This is an optimization exercise on Yosys and OpenROAD, whose aim is small area, not a production implementation. Only simulation tests tie the RTL to the original design; equivalence was not proved. Power figures rest on the tool's default switching activity, not on a simulated workload.

wip/lagoon:
Design sd_frame_reader_top, start of the top module:
module sd_frame_reader_top
#(
  parameter SYSCLK_HZ      = 100_000_000,
  parameter INIT_DIV       = 16'd250,
  parameter DATA_DIV       = 16'd2,
  parameter LBA_START      = 32'd2048,
  parameter BLOCKS_TO_READ = 32'd600
)
(
  input  wire        clk,
  input  wire        rst,
  output wire        sd_sck,
  output wire        sd_mosi,
  input  wire        sd_miso,
  output wire        sd_cs_n,
  output wire [31:0] waddr,
  output reg  [7:0]  wdata,
  output wire        we,
  output wire        frame_done,
  output wire        init_ready,
  output wire        init_is_sdhc,
  output wire        any_error
);
  localparam [4:0]
    S_RST      = 5'd0,
    S_DUMMY    = 5'd1,
    S_CMD0_S   = 5'd8,
    S_CMD0_R   = 5'd16,
    S_CMD8_S   = 5'd9,
    S_CMD8_R   = 5'd17,
    S_CMD8_RD  = 5'd2,
    S_LOOP     = 5'd3,
    S_CMD55_S  = 5'd11,
    S_CMD55_R  = 5'd19,
    S_ACMD41_S = 5'd10,
    S_ACMD41_R = 5'd18,
    S_CMD58_S  = 5'd12,
    S_CMD58_R  = 5'd20,
    S_CMD58_RD = 5'd4,
    S_CMD16_S  = 5'd13,
    S_CMD16_R  = 5'd21,
    S_ERR_I    = 5'd6,
    S_DONE     = 5'd5,
    S_RCMD_S   = 5'd14,
    S_RCMD_R   = 5'd22,
    S_WTOK     = 5'd7,
    S_STRF     = 5'd24,
    S_STREAM   = 5'd25,
    S_DROP     = 5'd26,
    S_BLK      = 5'd27,
    S_NEXT     = 5'd28,
    S_STOP_S   = 5'd15,
    S_STOP_R   = 5'd23,
    S_FIN      = 5'd29,
    S_ERR_R    = 5'd30;
  reg [4:0]  state;
  reg [16:0] R;
  ...
==> flow/config.mk <==
export PLATFORM = sky130hd
export DESIGN_NAME = sd_frame_reader_top
export DESIGN_NICKNAME = sd_frame_reader_top
export VERILOG_FILES = /design/flow/design.v
export SDC_FILE = /design/flow/constraint.sdc
export NUM_CORES = 4
export LEC_CHECK = 0
export ABC_AREA = 1
export CAP_MARGIN = 20
export CORE_MARGIN = 2
export CORE_UTILIZATION = 60
export PLACE_DENSITY = 0.7
export SLEW_MARGIN = 20
==> flow/constraint.sdc <==
create_clock -name core_clock -period 10.0 [get_ports {clk}]
set_input_delay 2.0000 -clock core_clock [delete_from_list [all_inputs] [get_ports {clk}]]
set_output_delay 2.0000 -clock core_clock [all_outputs]
set_load 0.01 [all_outputs]
standard.sh (not shown) runs the stock make flow with config.mk's settings and CLKGATE_MAP_FILE= SYNTH_SCRIPT=/design/flow/synth_recipe.tcl, a recipe that flattens the netlist after the stock synthesis.
==> flow/flow/run.sh <==
#!/bin/bash
# Own layout flow: the standard synthesis, then an area re-mapping of the
# combinational logic (registers untouched), then the standard layout.
set -euo pipefail
W=$(pwd)
R=$W/orfs/results/$FLOW_PLATFORM/sd_frame_reader_top/base
YOSYS=$FLOW_HOME/../tools/install/yosys/bin/yosys
[[ -x $YOSYS ]] || YOSYS=yosys

export BUFFER_PORTS_ARGS="-buffer_cell sky130_fd_sc_hd__buf_1"
export CTS_ARGS="-sink_clustering_enable -repair_clock_nets -dont_use_dummy_load -buf_list sky130_fd_sc_hd__clkbuf_4"
export SKIP_REPAIR_TIE_FANOUT=1

bash standard.sh synth > $W/log_synth.txt 2>&1
cp $R/1_2_yosys.v $W/std_synth.v

export REMAP_LIB=$FLOW_HOME/platforms/$FLOW_PLATFORM/lib/sky130_fd_sc_hd__tt_025C_1v80.lib
export REMAP_TOP=$FLOW_TOP
export REMAP_IN=$W/std_synth.v
export REMAP_OUT=$W/remap.v
export REMAP_ABC_TIME=900
export REMAP_DONT_USE="$(cat $W/flow/dont_use.txt)"
$YOSYS -c $W/flow/remap.tcl > $W/log_remap.txt 2>&1

cp $W/remap.v $R/1_2_yosys.v
rm -f $R/1_synth.odb $R/1_synth.sdc
bash standard.sh > $W/log_layout.txt 2>&1
Other scripts of this flow, unchanged in this note and not shown: flow/flow/dont_use.txt, flow/flow/remap.tcl
For wip/xenon, these inputs were changed with respect to wip/lagoon:
--- a/flow/design.v
+++ b/flow/design.v
@@ -51,28 +51,28 @@
     S_BLK      = 5'd27,
     S_NEXT     = 5'd28,
     S_STOP_S   = 5'd15,
     S_STOP_R   = 5'd23,
     S_FIN      = 5'd29,
     S_ERR_R    = 5'd30;
   reg [4:0]  state;
   reg [16:0] R;
   wire [3:0] idx = R[11:8];
-  reg [4:0]  e;
+  reg [1:0]  ph;
+  reg        sck;
+  reg [2:0]  bitc;
   reg [7:0]  rx;
   reg        sdhc;
   reg [18:0] addr;
-  wire idle  = (e == 5'd0);
-  wire start = (e == 5'd1);
-  wire done  = (e == 5'd2);
-  wire busy  = e[4];
-  wire sck   = e[4] & e[0];
-  wire [2:0] bitc = ~e[3:1];
+  wire idle  = (ph == 2'd0);
+  wire start = (ph == 2'd3);
+  wire busy  = (ph == 2'd1);
+  wire done  = (ph == 2'd2);
   wire rd    = (state == S_RCMD_S) | (state == S_RCMD_R) | (state == S_WTOK) |
                (state == S_STRF) | (state == S_STREAM) | (state == S_DROP) |
                (state == S_BLK) | (state == S_NEXT) | (state == S_STOP_S) |
                (state == S_STOP_R) | (state == S_FIN) | (state == S_ERR_R);
   wire st_send  = (state[4:3] == 2'b01);
   wire st_r1    = (state[4:3] == 2'b10);
   wire st_long  = st_r1 & !state[2] & !(state[1] & state[0]);
   wire st_short = st_r1 & (state[2] ^ (state[1] & state[0])) & !(state[2] & state[1]);
   wire st_wait  = (st_r1 & state[2] & state[1]) | (state == S_WTOK);
@@ -108,19 +108,22 @@
                         ((state == S_CMD0_S) & (idx[2:0] == 3'd0)) |
                         ((state == S_DONE) & (idx[1:0] != 2'd0)) |
                         (state == S_FIN) | (st_err & idx[0]);
   assign waddr        = {13'd0, addr};
   assign init_ready   = rd | ((state == S_DONE) & (idx[1:0] != 2'd0));
   assign init_is_sdhc = sdhc;
   assign any_error    = st_err;
   assign frame_done   = (state == S_FIN) & (idx[1:0] == 2'd1);
   wire tc  = rd ? R[1] : (&R[7:3] & R[1]);
+  wire fin = busy && tc && sck && bitc == 3'd0;
   always @(posedge clk) begin
+    if (start) bitc <= 3'd7;
+    else if (busy && tc && sck) bitc <= bitc - 3'd1;
     if (busy && tc && !sck) rx <= {rx[6:0], sd_miso};
   end
   reg [4:0] nstate;
   reg       issue, iinc, go;
   always @* begin
     nstate = state;
     go     = 1'b0;
     issue  = 1'b0;
     iinc   = 1'b0;
@@ -229,28 +232,31 @@
     else begin
       if (dclr) R <= {s8, rd ? s2 : 6'd0, 2'd0};
       else      R <= {s8, s2, s0};
       if (ccs_ld) R[12] <= rx[6];
     end
   end
   always @(posedge clk) begin
     if (rst) begin
       state <= S_RST;
-      e     <= 5'd0;
+      ph    <= 2'd0;
+      sck   <= 1'b0;
       sdhc  <= 1'b0;
       wdata <= 8'd0;
       addr  <= 19'd0;
     end else begin
       state <= nstate;
-      if (idle) begin
-        if (issue) e <= 5'd1;
-      end else if (start) e <= 5'd16;
-      else if (done) e <= 5'd0;
-      else if (busy && tc) e <= (&e[3:0]) ? 5'd2 : e + 5'd1;
+      case (ph)
+        2'd0:    ph <= issue ? 2'd3 : 2'd0;
+        2'd3:    ph <= 2'd1;
+        2'd1:    ph <= fin ? 2'd2 : 2'd1;
+        default: ph <= 2'd0;
+      endcase
+      if (busy && tc) sck <= ~sck;
       if (state == S_CMD58_RD && idx[2]) sdhc <= R[12];
       if (dv) begin
         wdata <= rx;
         addr  <= addr + 19'd1;
       end
     end
   end
 endmodule
wip/xenon finished end to end and its layout was clean on timing, DRC and antenna. wip/xenon: critical path depth 7 above wip/lagoon. Taking wip/lagoon as the reference, in wip/xenon number of sequential cells climbed 1, leakage power of the design climbed 0.018 nW, fraction of power spent switching nets dropped 4.5 points. wip/xenon has sequential portion of the cell area above what wip/lagoon had. Comparing wip/xenon with wip/lagoon, the starting utilization of the core area came out essentially unchanged. The clock transition at the registers of the reported paths on wip/lagoon is in line with that on wip/xenon. wip/xenon: total via count after detailed routing is about 1.8% higher than what wip/lagoon reported. For wip/lagoon, the class of the most critical setup path was reg -> out, unlike wip/xenon, where it was reg -> reg. wip/lagoon and wip/xenon ended up with nearly the same overall routed net length. Part of the total power dissipated in combinational logic on wip/xenon is down relative to wip/lagoon. Re worst setup slack: wip/lagoon and wip/xenon aren't equal, and the lower value belongs to wip/xenon.

Another version of the RTL of sd_frame_reader_top (not shown whole).
Size: about 420 cells after synthesis, ~3400 um^2 of cells after synthesis.
export LEC_CHECK = 0
export ABC_AREA = 1
export CAP_MARGIN = 20
export CORE_MARGIN = 2
export CORE_UTILIZATION = 60
export PLACE_DENSITY = 0.7
export SLEW_MARGIN = 20
create_clock -name core_clock -period 10.0 [get_ports {clk}]
==> flow/flow/run.sh <==
#!/bin/bash
# Own layout flow: the standard synthesis, then an area re-mapping of the
# combinational logic (registers untouched), then the standard layout.
set -euo pipefail
W=$(pwd)
R=$W/orfs/results/$FLOW_PLATFORM/sd_frame_reader_top/base
YOSYS=$FLOW_HOME/../tools/install/yosys/bin/yosys
[[ -x $YOSYS ]] || YOSYS=yosys

export BUFFER_PORTS_ARGS="-buffer_cell sky130_fd_sc_hd__buf_1"
export CTS_ARGS="-sink_clustering_enable -repair_clock_nets -dont_use_dummy_load -buf_list sky130_fd_sc_hd__clkbuf_4"
export SKIP_REPAIR_TIE_FANOUT=1

bash standard.sh synth > $W/log_synth.txt 2>&1
cp $R/1_2_yosys.v $W/std_synth.v

export REMAP_LIB=$FLOW_HOME/platforms/$FLOW_PLATFORM/lib/sky130_fd_sc_hd__tt_025C_1v80.lib
export REMAP_TOP=$FLOW_TOP
export REMAP_IN=$W/std_synth.v
export REMAP_OUT=$W/remap.v
export REMAP_ABC_TIME=90
export REMAP_DONT_USE="$(cat $W/flow/dont_use.txt)"
$YOSYS -c $W/flow/remap.tcl > $W/log_remap.txt 2>&1

cp $W/remap.v $R/1_2_yosys.v
rm -f $R/1_synth.odb $R/1_synth.sdc
bash standard.sh > $W/log_layout.txt 2>&1
Other scripts of this flow, unchanged in this note and not shown: flow/flow/dont_use.txt, flow/flow/remap.tcl
The starting point finished clean.
Edit:
--- a/flow/design.v
+++ b/flow/design.v
@@ -1,20 +1,13 @@
 `timescale 1ns / 1ps
 module sd_frame_reader_top
-#(
-  parameter SYSCLK_HZ      = 100_000_000,
-  parameter INIT_DIV       = 16'd250,
-  parameter DATA_DIV       = 16'd2,
-  parameter LBA_START      = 32'd2048,
-  parameter BLOCKS_TO_READ = 32'd600
-)
 (
   input  wire        clk,
   input  wire        rst,
   output wire        sd_sck,
   output wire        sd_mosi,
   input  wire        sd_miso,
   output wire        sd_cs_n,
   output wire [31:0] waddr,
   output reg  [7:0]  wdata,
   output wire        we,
   output wire        frame_done,
@@ -56,25 +49,25 @@
     S_ERR_R    = 5'd30;
   reg [4:0]  state;
   reg [16:0] R;
   wire [3:0] idx = R[11:8];
   reg [1:0]  ph;
   reg        sck;
   reg [2:0]  bitc;
   reg [7:0]  rx;
   reg        sdhc;
   reg [18:0] addr;
   wire idle  = (ph == 2'd0);
-  wire start = (ph == 2'd3);
-  wire busy  = (ph == 2'd1);
-  wire done  = (ph == 2'd2);
+  wire start = (ph == 2'd1);
+  wire busy  = (ph == 2'd2);
+  wire done  = (ph == 2'd3);
   wire rd    = (state > S_DONE);           
   wire st_send  = (state == S_CMD0_S) | (state == S_CMD8_S) | (state == S_CMD55_S) |
                   (state == S_ACMD41_S) | (state == S_CMD58_S) | (state == S_CMD16_S) |
                   (state == S_RCMD_S) | (state == S_STOP_S);
   wire st_long  = (state == S_CMD0_R) | (state == S_CMD8_R) | (state == S_ACMD41_R);
   wire st_short = (state == S_CMD55_R) | (state == S_CMD58_R) | (state == S_CMD16_R);
   wire st_wait  = (state == S_RCMD_R) | (state == S_WTOK) | (state == S_STOP_R);
   wire st_poll  = st_long | st_short | st_wait;
   wire st_read  = (state == S_CMD8_RD) | (state == S_CMD58_RD);
   wire st_err   = (state == S_ERR_I) | (state == S_ERR_R);
   wire lim = st_long  ? &R[15:8] :
@@ -245,25 +238,25 @@
   always @(posedge clk) begin
     if (rst) begin
       state <= S_RST;
       ph    <= 2'd0;
       sck   <= 1'b0;
       sdhc  <= 1'b0;
       wdata <= 8'd0;
       addr  <= 19'd0;
     end else begin
       state <= nstate;
       case (ph)
-        2'd0:    ph <= issue ? 2'd3 : 2'd0;
-        2'd3:    ph <= 2'd1;
-        2'd1:    ph <= fin ? 2'd2 : 2'd1;
+        2'd0:    ph <= issue ? 2'd1 : 2'd0;
+        2'd1:    ph <= 2'd2;
+        2'd2:    ph <= fin ? 2'd3 : 2'd2;
         default: ph <= 2'd0;
       endcase
       if (busy && tc) sck <= ~sck;
       if (state == S_CMD58_RD && idx[2]) sdhc <= R[12];
       if (dv) begin
         wdata <= rx;
         addr  <= addr + 19'd1;
       end
     end
   end
 endmodule
- The changed run produced a clean layout
- sequential share of layout area came out higher by 0.33 points
- utilization fell by 0.14 points
- hold slack improves by 0.0071 ns
- via count went up by 2.0%
- clock skew barely changes
- wire length rises by 5.9%
- critical path depth shrinks by 1

-- separate check: timing with driven ports --
No port has a modelled driver above. Below, the same layouts with a new extraction and two added sets of constraints. Step 1, drivers: a clkbuf_16 drives clk and a buf_2 each remaining input, both assumed. Step 2 also shifts input and output timing later by t, the mid clock arrival at the registers, as if the neighbouring blocks saw the same clock. Slacks: no drivers / after step 1 / after step 2; pairs: no drivers / after step 1.
run	t (ns)	setup slack, ns	pins driven straight from the clock port
wip/lagoon	0.431	5.031 / 5.004 / 5.057	1
wip/xenon	0.413	4.984 / 4.984 / 4.984	1
the first run of note 2	0.424	4.901 / 4.874 / 5.298	1
the second run of note 2	0.432	5.130 / 5.102 / 5.534	1
After both steps every run listed still meets setup and hold.
